Source: an optimization exercise on an open RTL-to-GDS flow (aim: small area and a short achievable clock period). Production flows keep margins and buffers that such runs may drop. Function was checked by simulation only, so behaviour that the tests miss may differ from the original.

==> inputs of v21 <==
Design cordic_top, start of the top module:
module cordic_top (
    input  wire        clk,
    input  wire [31:0] x_start,
    input  wire [31:0] y_start,
    input  wire [31:0] angle,
    output wire [31:0] sine,
    output wire [31:0] cosine
);
export LEC_CHECK = 0
export ABC_AREA = 1
export CAP_MARGIN = 20
export CORE_MARGIN = 2
export CORE_UTILIZATION = 40
export SLEW_MARGIN = 20
create_clock -name core_clock -period 200.0 [get_ports {clk}]
run.sh (not shown) runs the stock make flow with config.mk's settings and CLKGATE_MAP_FILE= SYNTH_SCRIPT=/design/flow/synth_recipe.tcl, a recipe that flattens the netlist after the stock synthesis.
==> inputs of v9, as changes to v21 <==
--- a/flow/design.v
+++ b/flow/design.v
@@ -560,16 +560,20 @@
     wire [10:0] ry32_b = rx32_tx ^ {11{~d2[31]}};
     wire [10:0] rx32;
     add11_sk rx32_add (.a(rx31), .b(rx32_b), .ci(d2[31]), .s(rx32));
     wire [10:0] ry32;
     add11_sk ry32_add (.a(ry31), .b(ry32_b), .ci(~d2[31]), .s(ry32));
-    wire [22:0] cos_v_hi = xt_u + {{21{rx32[10]}}, rx32[10:9]};
-    wire [31:0] cos_v_v = {cos_v_hi, rx32[8:0]};
-    wire [31:0] cos_v = (cos_v_v ^ {32{cn_r2}}) + {31'd0, cn_r2};
-    wire [22:0] sin_v_hi = yt_u + {{21{ry32[10]}}, ry32[10:9]};
-    wire [31:0] sin_v_v = {sin_v_hi, ry32[8:0]};
-    wire [31:0] sin_v = (sin_v_v ^ {32{sn_r2}}) + {31'd0, sn_r2};
+    wire cos_v_z = ~|rx32[8:0];
+    wire [2:0] cos_v_e = {rx32[10], rx32[10:9]} - {2'b00, cn_r2 & cos_v_z};
+    wire [22:0] cos_v_hi = (xt_u + {{20{cos_v_e[2]}}, cos_v_e}) ^ {23{cn_r2}};
+    wire [8:0] cos_v_lo = (rx32[8:0] ^ {9{cn_r2}}) + {8'd0, cn_r2};
+    wire [31:0] cos_v = {cos_v_hi, cos_v_lo};
+    wire sin_v_z = ~|ry32[8:0];
+    wire [2:0] sin_v_e = {ry32[10], ry32[10:9]} - {2'b00, sn_r2 & sin_v_z};
+    wire [22:0] sin_v_hi = (yt_u + {{20{sin_v_e[2]}}, sin_v_e}) ^ {23{sn_r2}};
+    wire [8:0] sin_v_lo = (ry32[8:0] ^ {9{sn_r2}}) + {8'd0, sn_r2};
+    wire [31:0] sin_v = {sin_v_hi, sin_v_lo};
     assign cosine = cos_v;
     assign sine   = sin_v;
 endmodule
 module add32_sk (
     input  wire [31:0] a,
--- a/flow/config.mk
+++ b/flow/config.mk
@@ -6,7 +6,8 @@
 export NUM_CORES = 4
 export LEC_CHECK = 0
 export ABC_AREA = 1
 export CAP_MARGIN = 20
 export CORE_MARGIN = 2
-export CORE_UTILIZATION = 40
+export CORE_UTILIZATION = 55
+export PLACE_DENSITY = 0.8
 export SLEW_MARGIN = 20
==> summary.txt <==
status=finished clean; M3 GR Usage=1.59%; nonclk buf count=218; Post-DP HPWL=181000 um; min cycle time layout=68.59 ns; diodes inserted=0; Slew HR=31.4%; Multi-In Gates=9848; Post-synth top cells=nand2_1, inv_1, ha_1; final worst path period share=34.3%; DR vias=75600; Post-Layout Cell Count=14600; first-pass GRT wire length=339000 um; met2 GRT Util=47.2%; fraction of area in multi-input gates=81.3%; mux contribution to synthesized area=0.0356%; R2R cell count=338; fmax=0.0146 GHz; Synth area leaders=ha_1, xor2_1, nand2_1
the above is filed under v9

==> summary.txt <==
Post-synth top cells=inv_1, nand2_1, ha_1; fmax=0.0145 GHz; min cycle time layout=69.03 ns; status=finished clean; met2 GRT Util=35.7%; first-pass GRT wire length=370000 um; nonclk buf count=223; Multi-In Gates=10100; Synth area leaders=ha_1, xor2_1, inv_1; DR vias=75800; diodes inserted=13; R2R cell count=356; final worst path period share=34.5%
the above is filed under v21



==> inputs of job 9193 <==
RTL: one of the versions met above, not the one the previous note started from.
clock: 200.0 ns
lec_check: 0
abc_area: 1
cap_margin: 20
core_margin: 2
core_utilization: 40
slew_margin: 20
==> job 6972 (differences from job 9193) <==
Settings changed: CORE_UTILIZATION 40 to 50, PLACE_DENSITY set to 0.7.
==> comparison table <==
Status: job 6972 complete, no violations; job 9193 complete, no violations
First-pass GRT wire length: job 6972 385 mm; job 9193 349 mm
Inserted tap cell count: job 6972 2,325; job 9193 2,871
Met3 demand-to-capacity share in global routing: job 6972 0.0191; job 9193 0.00919
Critical Path Sink: job 6972 cosine[31]; job 9193 sine[30]
Data arrival time at the worst-slack endpoint: job 6972 29.52 ns; job 9193 28.70 ns
HPWL after detailed placement: job 6972 212 mm; job 9193 190 mm
Met2 track demand over resource in global routing: job 6972 0.492; job 9193 0.357
Crit. Startpoint: job 6972 d_r2[24]; job 9193 y_r2[31]
Ratio of final minimum period to clock period: job 6972 0.348; job 9193 0.344
Worst reg2reg path depth: job 6972 337; job 9193 354
Routed wire per std cell: job 6972 15.9 microns; job 9193 13.6 microns
Number of fillers in the final layout: job 6972 17,000; job 9193 23,000
Share of final-layout standard cells stronger than drive strength 1: job 6972 0.0429; job 9193 0.0427
Number of buffers and inverters on the critical path: job 6972 18; job 9193 14
Delay contributed by the slowest stage of the critical path: job 6972 1.01 ns; job 9193 0.75 ns

## port drivers added, routing unchanged
No port has a modelled driver above. Below, the same layouts with a new extraction and two added sets of constraints. Step 1, drivers: a clkbuf_16 drives clk and a buf_2 each remaining input, both assumed. Step 2 adds t to the input delays and takes it off the output delays; t is the mean of the earliest and latest rising clock arrival at the registers after step 1. Input paths then give back, and output paths get back, about the clock's delay inside the block. a / b / c = ideal / step 1 / step 2; a / b = the first two.
| run | t, ns | setup WS [ns] | worst setup path at the end | slew at the worst register clock pin (ns) | cell pins on the clock port's net |
|---|---|---|---|---|---|
| v21 | 0.610 | 130.975 / 130.886 / 131.496 | register to output | 0.11 / 0.11 | 1 |
| v9 | 0.608 | 131.410 / 131.335 / 131.943 | register to output | 0.09 / 0.09 | 1 |
| job 9193 | 0.607 | 131.295 / 131.217 / 131.824 | register to output | 0.10 / 0.10 | 1 |
| job 6972 | 0.626 | 130.482 / 130.403 / 131.029 | register to output | 0.11 / 0.11 | 1 |
After both steps every run listed still meets setup and hold.
